Background: an optimization exercise with open tools, aiming at small area and a short achievable clock period. Do not read the settings as production practice. RTL that was checked went through simulation tests only; none was proved equivalent to the original. Power figures rest on the tool's default switching activity, not on a simulated workload.

==> run a <==
==> flow/design.v <==
`timescale 1ns/1ps
module lifo #(parameter N = 32,
				  parameter depth = 3)
				 (input wire clk,
				  input wire reset,
				  input wire wr_en,
				  input wire rd_en,
				  input [N-1:0] din,
				  output reg [N-1:0] dout,
				  output wire full,
				  output wire empty);
		localparam DEPTH = 2**depth;
		reg [depth:0] top;
		reg [N-1:0] mem [0:DEPTH-1];
		assign full = (top == DEPTH);
		assign empty = (top == 0);
		always @(posedge clk or posedge reset)
		begin
			if(reset)
			begin
				dout <= 0;
				top <= 0;
			end
			else
			begin
				case ({(wr_en && !full),(rd_en && !empty)})
					2'b01:begin
							dout <= mem[top-1];
							top <= top - 1'b1;
							end
					2'b10:begin
							mem[top] <= din;
							top <= top + 1'b1;
							end
					2'b11:begin
							dout <= mem[top-1];
                      		mem[top-1] <= din;
							top <= top;
							end
					default : top <= top;
				endcase
			end
		end
endmodule				  
==> flow/run.sh <==
#!/bin/bash
# synth_recipe.tcl (not shown) runs the flow's synth.tcl, then flattens the netlist and writes it again
# the make line also repeats each setting of config.mk as NAME=value (left out here)
make -C /OpenROAD-flow-scripts/flow DESIGN_CONFIG=/design/flow/config.mk WORK_HOME=/design/flow/orfs CLKGATE_MAP_FILE= SYNTH_SCRIPT=/design/flow/synth_recipe.tcl finish
==> flow/config.mk <==
export PLATFORM = sky130hd
export DESIGN_NAME = lifo
export DESIGN_NICKNAME = lifo
export VERILOG_FILES = /design/flow/design.v
export SDC_FILE = /design/flow/constraint.sdc
export NUM_CORES = 4
export LEC_CHECK = 0
export CAP_MARGIN = 20
export CORE_MARGIN = 2
export CORE_UTILIZATION = 40
export SLEW_MARGIN = 20
==> flow/constraint.sdc <==
create_clock -name core_clock -period 3.8 [get_ports {clk}]
set_input_delay 0.7600 -clock core_clock [delete_from_list [all_inputs] [get_ports {clk}]]
set_output_delay 0.7600 -clock core_clock [all_outputs]
set_load 0.01 [all_outputs]
==> run b: changes against run a <==
==> flow/design.v, changed modules only <==
module lifo #(parameter N = 32,
              parameter depth = 3)
             (input wire clk,
              input wire reset,
              input wire wr_en,
              input wire rd_en,
              input [N-1:0] din,
              output reg [N-1:0] dout,
              output reg full,
              output reg empty);
    localparam DEPTH = 2**depth;
    reg [DEPTH:0]  at;                 
    reg [N-1:0]    mem [0:DEPTH-1];
    wire push = wr_en & ~at[DEPTH];
    wire pop  = rd_en & ~at[0];
    wire [DEPTH-1:0] we;
    genvar i;
    generate
        for (i = 0; i < DEPTH; i = i + 1) begin : g_we
            if (i == 0)
                assign we[i] = wr_en & (at[0] | (rd_en & at[1]));
            else if (i == DEPTH-1)
                assign we[i] = wr_en & ~rd_en & at[i];
            else
                assign we[i] = wr_en & (rd_en ? at[i+1] : at[i]);
        end
    endgenerate
    generate
        for (i = 0; i < DEPTH; i = i + 1) begin : g_mem
            always @(posedge clk)
                if (we[i]) mem[i] <= din;
        end
    endgenerate
    wire [DEPTH-1:0] sel;
    generate
        for (i = 0; i < DEPTH; i = i + 1) begin : g_sel
            assign sel[i] = rd_en & at[i+1];
        end
    endgenerate
    wire hold = ~pop;
    reg [N-1:0] dout_n;
    integer j;
    always @* begin
        dout_n = {N{hold}} & dout;
        for (j = 0; j < DEPTH; j = j + 1)
            dout_n = dout_n | ({N{sel[j]}} & mem[j]);
    end
    wire up = push & ~pop;
    wire dn = pop & ~push;
    wire [DEPTH:0] at_n;
    generate
        for (i = 0; i <= DEPTH; i = i + 1) begin : g_at
            wire below = (i > 0) ? at[i-1] : 1'b0;
            wire above = (i < DEPTH) ? at[i+1] : 1'b0;
            assign at_n[i] = up ? below : (dn ? above : at[i]);
        end
    endgenerate
    always @(posedge clk or posedge reset)
    begin
        if (reset) begin
            dout  <= {N{1'b0}};
            at    <= {{DEPTH{1'b0}}, 1'b1};
            full  <= 1'b0;
            empty <= 1'b1;
        end else begin
            dout  <= dout_n;
            at    <= at_n;
            full  <= at_n[DEPTH];
            empty <= at_n[0];
        end
    end
endmodule
==> run c: changes against run a <==
==> flow/design.v, changed modules only <==
module lifo #(parameter N = 32,
              parameter depth = 3)
             (input wire clk,
              input wire reset,
              input wire wr_en,
              input wire rd_en,
              input [N-1:0] din,
              output reg [N-1:0] dout,
              output wire full,
              output wire empty);
    localparam DEPTH = 2**depth;
    reg              emp;              
    reg [DEPTH-1:1]  lvl;              
    reg [N-1:0]      mem [0:DEPTH-1];
    wire [DEPTH+1:0] th = {1'b0, lvl, ~emp, 1'b1};   
    assign full  = lvl[DEPTH-1];
    assign empty = emp;
    wire push = wr_en & ~full;
    wire pop  = rd_en & ~emp;
    wire [DEPTH:0] at;
    genvar i;
    generate
        for (i = 0; i <= DEPTH; i = i + 1) begin : g_at
            assign at[i] = th[i] & ~th[i+1];
        end
    endgenerate
    wire [DEPTH-1:0] we;
    generate
        for (i = 0; i < DEPTH; i = i + 1) begin : g_we
            assign we[i] = push & (pop ? at[i+1] : at[i]);
        end
    endgenerate
    generate
        for (i = 0; i < DEPTH; i = i + 1) begin : g_mem
            always @(posedge clk)
                if (we[i]) mem[i] <= din;
        end
    endgenerate
    reg [N-1:0] rdata;
    integer j;
    always @* begin
        rdata = {N{1'b0}};
        for (j = 0; j < DEPTH; j = j + 1)
            rdata = rdata | ({N{at[j+1]}} & mem[j]);
    end
    wire up = push & ~pop;
    wire dn = pop & ~push;
    wire [DEPTH+1:0] th_n;
    assign th_n[0] = 1'b1;
    assign th_n[DEPTH+1] = 1'b0;
    generate
        for (i = 1; i <= DEPTH; i = i + 1) begin : g_th
            assign th_n[i] = up ? th[i-1] : (dn ? th[i+1] : th[i]);
        end
    endgenerate
    always @(posedge clk or posedge reset)
    begin
        if (reset) begin
            dout <= {N{1'b0}};
            emp  <= 1'b1;
            lvl  <= {(DEPTH-1){1'b0}};
        end else begin
            if (pop) dout <= rdata;
            emp <= ~th_n[1];
            lvl <= th_n[DEPTH:2];
        end
    end
endmodule
==> run d: changes against run a <==
==> flow/design.v, changed modules only <==
module lifo #(parameter N = 32,
              parameter depth = 3)
             (input wire clk,
              input wire reset,
              input wire wr_en,
              input wire rd_en,
              input [N-1:0] din,
              output reg [N-1:0] dout,
              output reg full,
              output reg empty);
    localparam DEPTH = 2**depth;
    reg [DEPTH:0]  at;                 
    reg [N-1:0]    mem [0:DEPTH-1];
    wire push = wr_en & ~at[DEPTH];
    wire pop  = rd_en & ~at[0];
    wire [DEPTH-1:0] we;
    genvar i;
    generate
        for (i = 0; i < DEPTH; i = i + 1) begin : g_we
            if (i == 0)
                assign we[i] = wr_en & (at[0] | (rd_en & at[1]));
            else if (i == DEPTH-1)
                assign we[i] = wr_en & ~rd_en & at[i];
            else
                assign we[i] = wr_en & (rd_en ? at[i+1] : at[i]);
        end
    endgenerate
    generate
        for (i = 0; i < DEPTH; i = i + 1) begin : g_mem
            always @(posedge clk)
                if (we[i]) mem[i] <= din;
        end
    endgenerate
    wire [DEPTH-1:0] sel;
    generate
        for (i = 0; i < DEPTH; i = i + 1) begin : g_sel
            assign sel[i] = rd_en & at[i+1];
        end
    endgenerate
    wire hold = ~pop;
    reg [N-1:0] dout_n;
    integer j;
    always @* begin
        dout_n = {N{hold}} & dout;
        for (j = 0; j < DEPTH; j = j + 1)
            dout_n = dout_n | ({N{sel[j]}} & mem[j]);
    end
    wire up = push & ~pop;
    wire dn = pop & ~push;
    wire [DEPTH:0] at_n;
    generate
        for (i = 0; i <= DEPTH; i = i + 1) begin : g_at
            wire below = (i > 0) ? at[i-1] : 1'b0;
            wire above = (i < DEPTH) ? at[i+1] : 1'b0;
            assign at_n[i] = up ? below : (dn ? above : at[i]);
        end
    endgenerate
    always @(posedge clk or posedge reset)
    begin
        if (reset) begin
            dout  <= {N{1'b0}};
            at    <= {{DEPTH{1'b0}}, 1'b1};
            full  <= 1'b0;
            empty <= 1'b1;
        end else begin
            dout  <= dout_n;
            at    <= at_n;
            full  <= at_n[DEPTH];
            empty <= at_n[0];
        end
    end
endmodule
CORE_UTILIZATION = 60   (was 40)
SETUP_SLACK_MARGIN = 2.2   (was default)
==> run summary <==
                                                                                       run a                    run c                    run b                    run d
Result of the run                                                    complete, no violations  complete, no violations  complete, no violations  complete, no violations
Post-route non-filler standard cell count                                               1155                     1096                     1028                      979
Ratio of final minimum period to clock period                                          87.1%                    66.7%                    77.5%                    51.4%
Overall routed net length                                                           26400 um                 24400 um                 25500 um                 27100 um
Clock Power                                                                          2.97 mW                  2.67 mW                  3.05 mW                  2.98 mW
Post-CTS setup buffer count                                                                0                        0                        0                       45
DR vias                                                                                 6467                     6119                     5995                     6393
Area inside the core boundary                                                      27900 um2                27100 um2                26200 um2                17400 um2
Net Switching                                                                        4.16 mW                  2.43 mW                  1.24 mW                  1.28 mW
Power Density                                                                     867 nW/um2               668 nW/um2               518 nW/um2               490 nW/um2
Total Power                                                                          11.8 mW                  8.80 mW                  6.72 mW                  6.65 mW
Worst hold path stage count                                                                2                        2                        1                        1
Sequential share of power                                                              37.0%                    48.7%                    52.7%                    53.3%
Cell count of the worst reg-to-reg path                                                   10                        5                        3                        5
Share of final-layout standard cells stronger than drive strength 1                    16.0%                    12.7%                    11.5%                    26.3%
Met2 track demand over resource                                                        29.4%                    27.7%                    30.3%                    46.2%
Post-CTS sizing                                                                            0                        0                        0                      174
Placed insts                                                                            1098                     1044                      975                      853
Only the layout flow was run in run b and run d; the RTL was not checked for function there.

-- static timing again, ports no longer ideal --
The flow's constraints put no driver on any port. The routed layouts listed below were extracted and timed again, unchanged, in two steps.
Step 1 assumes that a clkbuf_16 drives the clock port and a buf_2 every other input.
Step 2 moves the port delays by t, midway between the first and last clock arrival at a register: inputs arrive t later, outputs are due t later. That takes back most of the time a late clock gives input paths.
Three values: ideal, step 1, step 2; two values: the first two.
run | shift t [ns] | slack for setup (ns) | worst setup path after step 2 | latest minus earliest clock arrival (ns)
run a | 0.586 | 0.490 / 0.490 / 0.393 | input to register | 0.016 / 0.016
run b | 0.575 | 0.856 / 0.807 / 1.158 | input to register | 0.010 / 0.011
run c | 0.575 | 1.265 / 1.219 / 0.744 | input to register | 0.014 / 0.013
run d | 0.587 | 1.846 / 1.801 / 1.606 | input to register | 0.014 / 0.014
After both steps setup and hold are still met in every run listed. For run c, which loses most, drivers alone change the setup slack by -0.046 ns; drivers and shift together by -0.521 ns.
